Source: an optimization exercise on an open RTL-to-GDS flow (aim: small area). Production flows keep margins and buffers that such runs may drop. For this run, only the layout was checked, not whether the RTL still works.

### design/flow/config.mk
export PLATFORM = sky130hd
export DESIGN_NAME = eeg_filter_chain
export DESIGN_NICKNAME = eeg_filter_chain
export VERILOG_FILES = /design/flow/design.v
export SDC_FILE = /design/flow/constraint.sdc
export NUM_CORES = 4
export LEC_CHECK = 0
export CAP_MARGIN = 20
export CORE_MARGIN = 2
export CORE_UTILIZATION = 40
export PLACE_DENSITY = 0.55
export SLEW_MARGIN = 20
### design/flow/constraint.sdc
create_clock -name core_clock -period 18.0 [get_ports {clk}]
set_input_delay 3.6000 -clock core_clock [delete_from_list [all_inputs] [get_ports {clk}]]
set_output_delay 3.6000 -clock core_clock [all_outputs]
set_load 0.01 [all_outputs]
### design/flow/design.v
`timescale 1ns / 1ps
module biquad_notch_filter(
    input   logic               clk,               
    input   logic               rst,
    input   logic               enable,            
    input   logic signed [31:0] filter_in,
    output  logic               valid,
    output  logic signed [31:0] filter_out
    );
    localparam logic signed [15:0] coeff_a1 = -16'sd10778;  
    localparam logic signed [15:0] coeff_a2 = 16'sd15599;
    localparam logic signed [15:0] coeff_b1 = -16'sd11043;
    logic signed [31:0] x_reg [2:0];
    logic signed [31:0] y_reg [1:0];
    logic signed [49:0] accumulator;
    logic signed [47:0] shift_b0, mult_b1, shift_b2, mult_a1, mult_a2;
    logic [2:0] counter_for_valid;
    always_ff @(posedge clk) begin
        if (rst | ~enable) begin  
        x_reg[0]            <= 0;        
        x_reg[1]            <= 0;        
        x_reg[2]            <= 0;        
        y_reg[0]            <= 0;        
        y_reg[1]            <= 0;
        counter_for_valid   <= 0;
        valid               <= 0;        
        end else begin          
        counter_for_valid   <= counter_for_valid + 1;   
        x_reg[0] <= filter_in;     
        x_reg[1] <= x_reg[0]; 
        x_reg[2] <= x_reg[1]; 
        y_reg[0] <= filter_out;    
        y_reg[1] <= y_reg[0]; 
        if (counter_for_valid == 7) begin
            valid <= 1;
            counter_for_valid   <= 7;
        end
        end                         
    end
    always_ff @(posedge clk) begin
        if (rst | ~enable) begin
            shift_b0 <= 0;
            mult_b1 <= 0;
            shift_b2 <= 0;
            mult_a1 <= 0;
            mult_a2 <= 0;
            accumulator <= 0;
        end else begin     
            shift_b0 <= x_reg[0] <<< 14;
            mult_b1 <= x_reg[1] * coeff_b1;   
            shift_b2 <= x_reg[2] <<< 14;
            mult_a1 <= y_reg[0] * coeff_a1;   
            mult_a2 <= y_reg[1] * coeff_a2;   
            accumulator <= shift_b0 + mult_b1 + shift_b2 - mult_a1 - mult_a2;
        end
    end     
    assign filter_out = {accumulator[49], (accumulator[45:15] + accumulator[14] + accumulator[15])};
endmodule
`timescale 1ns / 1ps
module moving_difference #(
    parameter WINDOW_LENGTH = 128
)(
    input                         clk,
    input                         rst,
    input                         en,
    input                         validIn,
    input         signed [31:0]   filter_in,
    output  logic                 valid,
    output  logic signed [31:0]   filter_out
);
logic [31:0] window [0:WINDOW_LENGTH - 1];
logic [31:0] window_out;
logic [39:0] sum;
logic [39:0] average; 
logic [7:0] counter_for_valid;
integer i,j;
always_ff @(posedge clk) begin
    if (rst | ~en) begin
        for (i = 0; i < WINDOW_LENGTH; i = i + 1) begin
            window[i] <= 0;
        end
        window_out <= 0;
        valid <= 0;
        counter_for_valid <= 0;
    end
    else if (validIn) begin
        counter_for_valid <= counter_for_valid + 1;
        window[0] <= filter_in;
        window_out <= window[WINDOW_LENGTH - 1];
        for (j = 1; j < WINDOW_LENGTH; j = j + 1) begin
            window[j] <= window[j - 1];
        end
        if (counter_for_valid == 127) begin
            valid <= 1;
            counter_for_valid <= 127;
        end
    end
end
always_ff @(posedge clk) begin
    if (rst | ~en) begin
        filter_out  <= 0;
        average     <= 0;
        sum         <= 0;
    end
    else if (validIn) begin
        sum     <= $signed(sum) + $signed(filter_in) - $signed(window_out);
        average <= $signed(sum) / WINDOW_LENGTH;
        filter_out <= $signed(window[WINDOW_LENGTH - 1]) - $signed(average);
    end
end
endmodule
`timescale 1ns / 1ps
module fir_lowpass(
    input                   clk, rst, en, validIn,
    input  signed [31:0]    in_signal,
    output logic            valid,
    output signed [31:0]    out_signal
    );
    wire  signed [15:0] coeff [0:15];            
    assign coeff[0] = -16'sd48;
    assign coeff[1] = -16'sd47;
    assign coeff[2] = 16'sd354;
    assign coeff[3] = -16'sd923;
    assign coeff[4] = 16'sd1301;
    assign coeff[5] = -16'sd472;
    assign coeff[6] = -16'sd3268;
    assign coeff[7] = 16'sd19486;
    assign coeff[8] = 16'sd19486;
    assign coeff[9] = -16'sd3268;
    assign coeff[10] = -16'sd472;
    assign coeff[11] = 16'sd1301;
    assign coeff[12] = -16'sd923;
    assign coeff[13] = 16'sd354;
    assign coeff[14] = -16'sd47;
    assign coeff[15] = -16'sd48;
    logic signed [31:0] input_reg [0:15];        
    logic signed [47:0] product [0:15];          
    logic signed [51:0] accumulator_s0 [7:0];
    logic signed [51:0] accumulator_s1 [3:0];
    logic signed [51:0] accumulator_s2 [1:0];
    logic signed [51:0] accumulator_s3;
    logic [4:0] counter_for_valid;
    integer i, j, k, l, m;
    always_ff @(posedge clk) begin
        if (rst | ~en) begin
            for (i = 0; i <= 15; i = i + 1) begin
                input_reg[i] <= 0;
            end
            valid <= 0;
            counter_for_valid <= 0;
        end else if (validIn) begin
            counter_for_valid <= counter_for_valid + 1;
            input_reg[0] <= in_signal;
            for (i = 1; i <= 15; i = i + 1) begin
                input_reg[i] <= input_reg[i - 1];
            end  
            if (counter_for_valid == 21) begin
                valid <= 1;
                counter_for_valid <= 21;
            end 
        end
    end
    always_ff @(posedge clk) begin
        if (rst | ~en) begin
            for (j = 0; j <= 15; j = j + 1) begin
                product[j] <= 0;
            end
        end else if (validIn) begin
            for (j = 0; j <= 15; j = j + 1) begin
                product[j] <= input_reg[j] * coeff[j];
            end           
        end
    end
    always_ff @(posedge clk) begin
        if (rst | ~en) begin
            for (k = 0; k <= 7; k = k + 1) begin
                accumulator_s0[k] <= 0;
            end
        end else if (validIn) begin
            for (k = 0; k <= 7; k = k + 1) begin
                accumulator_s0[k] <= product[2*k] + product[2*k+1];          
            end
        end
    end
    always_ff @(posedge clk) begin
        if (rst | ~en) begin
            for (l = 0; l <= 3; l = l + 1) begin
                accumulator_s1[l] <= 0;
            end
        end else if (validIn) begin
            for (l = 0; l <= 3; l = l + 1) begin
                accumulator_s1[l] <= accumulator_s0[2*l] + accumulator_s0[2*l+1];          
            end
        end
    end
    always_ff @(posedge clk) begin
        if (rst | ~en) begin
            for (m = 0; m <= 1; m = m + 1) begin
                accumulator_s2[m] <= 0;
            end
        end else if (validIn) begin
            for (m = 0; m <= 1; m = m + 1) begin
                accumulator_s2[m] <= accumulator_s1[2*m] + accumulator_s1[2*m+1];          
            end
        end
    end    
    always_ff @(posedge clk) begin
        if (rst | ~en) begin
            accumulator_s3 <= 0;
        end else if (validIn) begin
            accumulator_s3 <= accumulator_s2[0] + accumulator_s2[1];          
        end
    end
    assign out_signal = {accumulator_s3[51], accumulator_s3[44:14]};
endmodule
`timescale 1ns / 1ps
module eeg_filter_chain(
    input                   clk,
    input                   rst,
    input                   en,
    input   signed [31:0]   in_signal,
    output  signed [31:0]   out_signal,
    output                  valid
    );
localparam WINDOW_LENGTH    = 128;
logic signed [31:0] notch_out;
logic signed [31:0] movdiff_out;
logic signed [31:0] lpf_out;
logic               notch_valid;
logic               movdiff_valid;
biquad_notch_filter first_stage_notch (
    .clk        (clk),
    .rst        (rst),
    .enable     (en),
    .filter_in  (in_signal),
    .filter_out (notch_out),
    .valid      (notch_valid)
);
moving_difference # (
    .WINDOW_LENGTH  (WINDOW_LENGTH)
) second_stage_difference(
    .clk        (clk),
    .rst        (rst),
    .en         (en),
    .validIn    (notch_valid),
    .filter_in  (notch_out),
    .filter_out (movdiff_out),
    .valid      (movdiff_valid)
);
fir_lowpass third_stage_lowpass(
    .clk        (clk),
    .rst        (rst),
    .en         (en),
    .validIn    (movdiff_valid),
    .in_signal  (movdiff_out),
    .out_signal (lpf_out),
    .valid      (valid)
);
assign out_signal = valid ? lpf_out : 32'd0;
endmodule
### design/flow/run.sh
#!/bin/bash
# synth_recipe.tcl (not shown) runs the flow's synth.tcl, then flattens the netlist and writes it again
# the make line also repeats each setting of config.mk as NAME=value (left out here)
make -C /OpenROAD-flow-scripts/flow DESIGN_CONFIG=/design/flow/config.mk WORK_HOME=/design/flow/orfs CLKGATE_MAP_FILE= SYNTH_SCRIPT=/design/flow/synth_recipe.tcl finish
==> impl_metrics.toml <==
[run_status]
status = "finished clean"

[timing]
rsz0062_at_grt = "no"
slew_headroom = 0.235
hold_slack_ns = 0.416
fin_crit_ns = 7.96
finalCritPeriodShare = 0.442
setup_ws_ns = 10.04
fin_setup_tns_ns = 0
max_freq_mhz = 126
setup_viol = 0
worst_slew_pin_slew_ns = 1.13
skew_ns = 0.140
hold_viol_final = 0
slew_violations = 0

[placement]
hpwlAfterDp_um = 658000
place_ws_ns = 8.96
place_congestion = 0.886
port_buffers = 67

[yosys]
syn_inst = 39500
synth_ff_type = "dfxtp_1"
synth.distinct_cells = 108
synth_top_area_share = 0.344
synth_nets = 45100
yosysWarnings = 11
synth.most_common_cell = "nor2_1"
ys_ff_latch = 6471
yosys-top-cells-area = "dfxtp_1 (34%), mux2i_1 (14%), ha_1 (12%)"
async_flop_share = 0
avgSynthCellArea_sq_um = 9.53
yosysTopAreaCell = "dfxtp_1"
synth_edf_count = 0
ys_seq_area_frac = 0.344
syn_area_sq_um = 376000
synth_commonest_cells = "nor2_1 (6520), dfxtp_1 (6471), mux2i_1 (5264), inv_1 (4269), ha_1 (3527)"

[critical_path]
crit_path_end_kind = "register"
path_cells = "clkdlybuf4s50_1 -> nand2b_4 -> buf_12 -> buf_4 -> buf_4 -> buf_12 -> buf_4 -> nor2_1"
start_kind = "input pin"
critPathKind = "input pin to register"
worst-path-buf-inv = 6
required_ns = 18.90
slowest_delay_ns = 0.93
worstPathMaxFanout = 204
r2r-end = "first_stage_notch.mult_b1[39]$_SDFF_PP0_"
crit_family = "buffers and inverters"
timing.rr.start = "first_stage_notch.shift_b0[28]$_SDFF_PP0_"
worstPathArrival_ns = 8.85
path_common_cell = "buf_4"
ff2ff_path_depth = 21
rrSetupSlack_ns = 10.60
cp_slowest_cell = "buf_4"

[grt]
antenna_found_initial = 12
first_global_vias = 259000
grt_overflow = 0
grt_max_degree = 232
grt_usage = 0.182
grt_pass1_wl_um = 1420000

[floorplan]
fp.dieArea_sq_um = 948000
die_y_um = 974
die_x_um = 974
fp-row-count = 356
start_util = 0.401
coreArea_sq_um = 939000
pin_count = 68

[power_and_ir_drop]
p_total_mw = 34.3
power_density_nw_per_um2 = 82.9
peakVddDrop_uv = 129
p_leak_nw = 171

[detailed_routing]
vias_per_cell = 5.01
drcViolationCount = 0
ant_nets = 0
vias = 260000
drt_iter0_drc = 13800
wirelength_um = 886000
routedWlPerCell_um = 17.0
firstDrtPassIters = 6

[clock_network]
cts_sinks = 6471
cts_tree = "built"
cts_max_path_buffers = 5
post_cts_resized = 0
cts_hold_buf = 0
cts_setup_buffers = 0
numCtsBuffers = 751
h-tree-depth = 6
clock_latency_ns = 1.17
root_buffer = "clkbuf_16"
clkTransAtPathRegs_ns = 0.06

[min_path]
hold_start = "second_stage_difference.window[98][1]$_SDFFE_PP0P_"
min_to = "second_stage_difference.window[99][1]$_SDFFE_PP0P_"
min_path_cells = 2
hold_path_class = "register to register"

[layout]
final_nets = 44500
largest_reg_flops = 4096
utilization = 0.440
nFillCells = 90500
drive_above_1_share = 0.0396
area_delta_synth_final_pct = 9.83

[flow_run]
drv_cap = 0
-- metal layers --
metal	global-route usage	vias to the layer above	wire, um
li1	-	131000	-
met1	0.242	125000	410000
met2	0.311	3293	421000
met3	0.0200	1277	25700
met4	0.0588	2	29000
met5	0	-	12
-- report_power, final --
group | internal [mW] | switching [mW] | total, mW
Clock | 9.19 | 6.12 | 15.3
Sequential | 14.4 | 0.0820 | 14.5
Combinational | 1.73 | 2.73 | 4.46
-- tightest hold or removal path: cells and delay by family (launching register included) --
kind,cells,cell delay (ns)
flip-flops,1,0.32
multiplexers,1,0.07
AND/OR/NAND/NOR,1,0.07
-- worst max path at each step --
| stage | startpoint | to | cells past startpoint |
|---|---|---|---|
| 5_1_grt | rst | second_stage_difference.window[66][5]$_SDFFE_PP0P_ | 8 |
| 2_1_floorplan | first_stage_notch.y_reg[0][31]$_SDFF_PP0_ | first_stage_notch.mult_a1[46]$_SDFF_PP0_ | 23 |
| 6_report | rst | second_stage_difference.window[59][7]$_SDFFE_PP0P_ | 8 |
| 3_5_place_dp | rst | second_stage_difference.window[85][5]$_SDFFE_PP0P_ | 8 |
| 3_3_place_gp | rst | second_stage_difference.window[36][19]$_SDFFE_PP0P_ | 8 |
| 4_1_cts | rst | second_stage_difference.window[67][4]$_SDFFE_PP0P_ | 8 |
-- stage by stage --
| step | cell area, sq um | instances |
|---|---|---|
| finish | 413000 | 52000 |
| global route | 413000 | 52000 |
| floorplan | 376000 | 39500 |
| CTS | 413000 | 52000 |
| global placement | 388000 | 50600 |
| detailed placement | 388000 | 50600 |
-- cell type report --
| cell class | instances | area [sq um] | area share |
|---|---|---|---|
| diodes | 5 | 12.5 | 0.0000303 |
| repair buffers | 294 | 2720 | 0.00658 |
| inverters | 4269 | 16000 | 0.0388 |
| clock buffers | 1058 | 21500 | 0.0521 |
| flip-flops and latches | 6471 | 130000 | 0.314 |
| multi-input cells | 27100 | 224000 | 0.543 |
| clock inverters | 251 | 3210 | 0.00778 |
| well taps | 12500 | 15700 | 0.0379 |
-- cell usage in the layout, fill, tap and decap left out, types with 141 or more instances in the layout --
cell type	Yosys	routed
nand4_1	178	178
clkbuf_16	0	758
nor2b_1	237	236
a211oi_1	239	239
buf_4	0	199
and2_1	235	235
o21bai_1	218	218
nand3_1	380	380
o21a_1	198	198
nand2b_1	174	173
mux2i_1	5264	5264
nor2_1	6520	6518
xor2_1	544	544
a21oi_1	1494	1494
o21ai_0	1005	1005
a31oi_1	182	182
inv_1	4269	4268
dfxtp_1	6471	6468
clkbuf_8	0	141
xnor2_1	836	836
nor3_1	258	258
fa_1	2063	2063
and3_1	163	163
nand2_1	1178	1177
ha_1	3527	3527
a21o_1	922	922
clkbuf_1	1417	159
-- cells by family (layout without fill, tap and decap cells) --
family,Yosys count,count (layout),share of synthesized area
adders and majority gates,5591,5591,0.227
buffers and inverters,5921,5872,0.0591
muxes,5284,5284,0.141
DFF,6471,6471,0.344
other,0,5,0
xor gates and xnor gates,1381,1381,0.0322
AOI/OAI and AO/OA,5168,5168,0.0883
and+or+nand+nor,9656,9656,0.108

==> separate check: timing with driven ports <==
The flow's constraints put no driver on any port. The routed layout listed below was extracted and timed again, unchanged, in two steps.
Step 1 assumes that a clkbuf_16 drives the clock port and a buf_2 every other input.
Step 2 also shifts input and output timing later by t, the mid clock arrival at the registers, as if the neighbouring blocks saw the same clock.
Three values: ideal ports, drivers, drivers and shift; two values: the first two.
t (ns): 1.221
setup WS [ns]: 10.043 / 10.153 / 8.931
hold slack, ns: 0.416 / 0.416 / 0.416
After both steps setup and hold are still met in this run. The setup slack of this run moves by +0.110 ns with the drivers and by -1.112 ns with both steps.
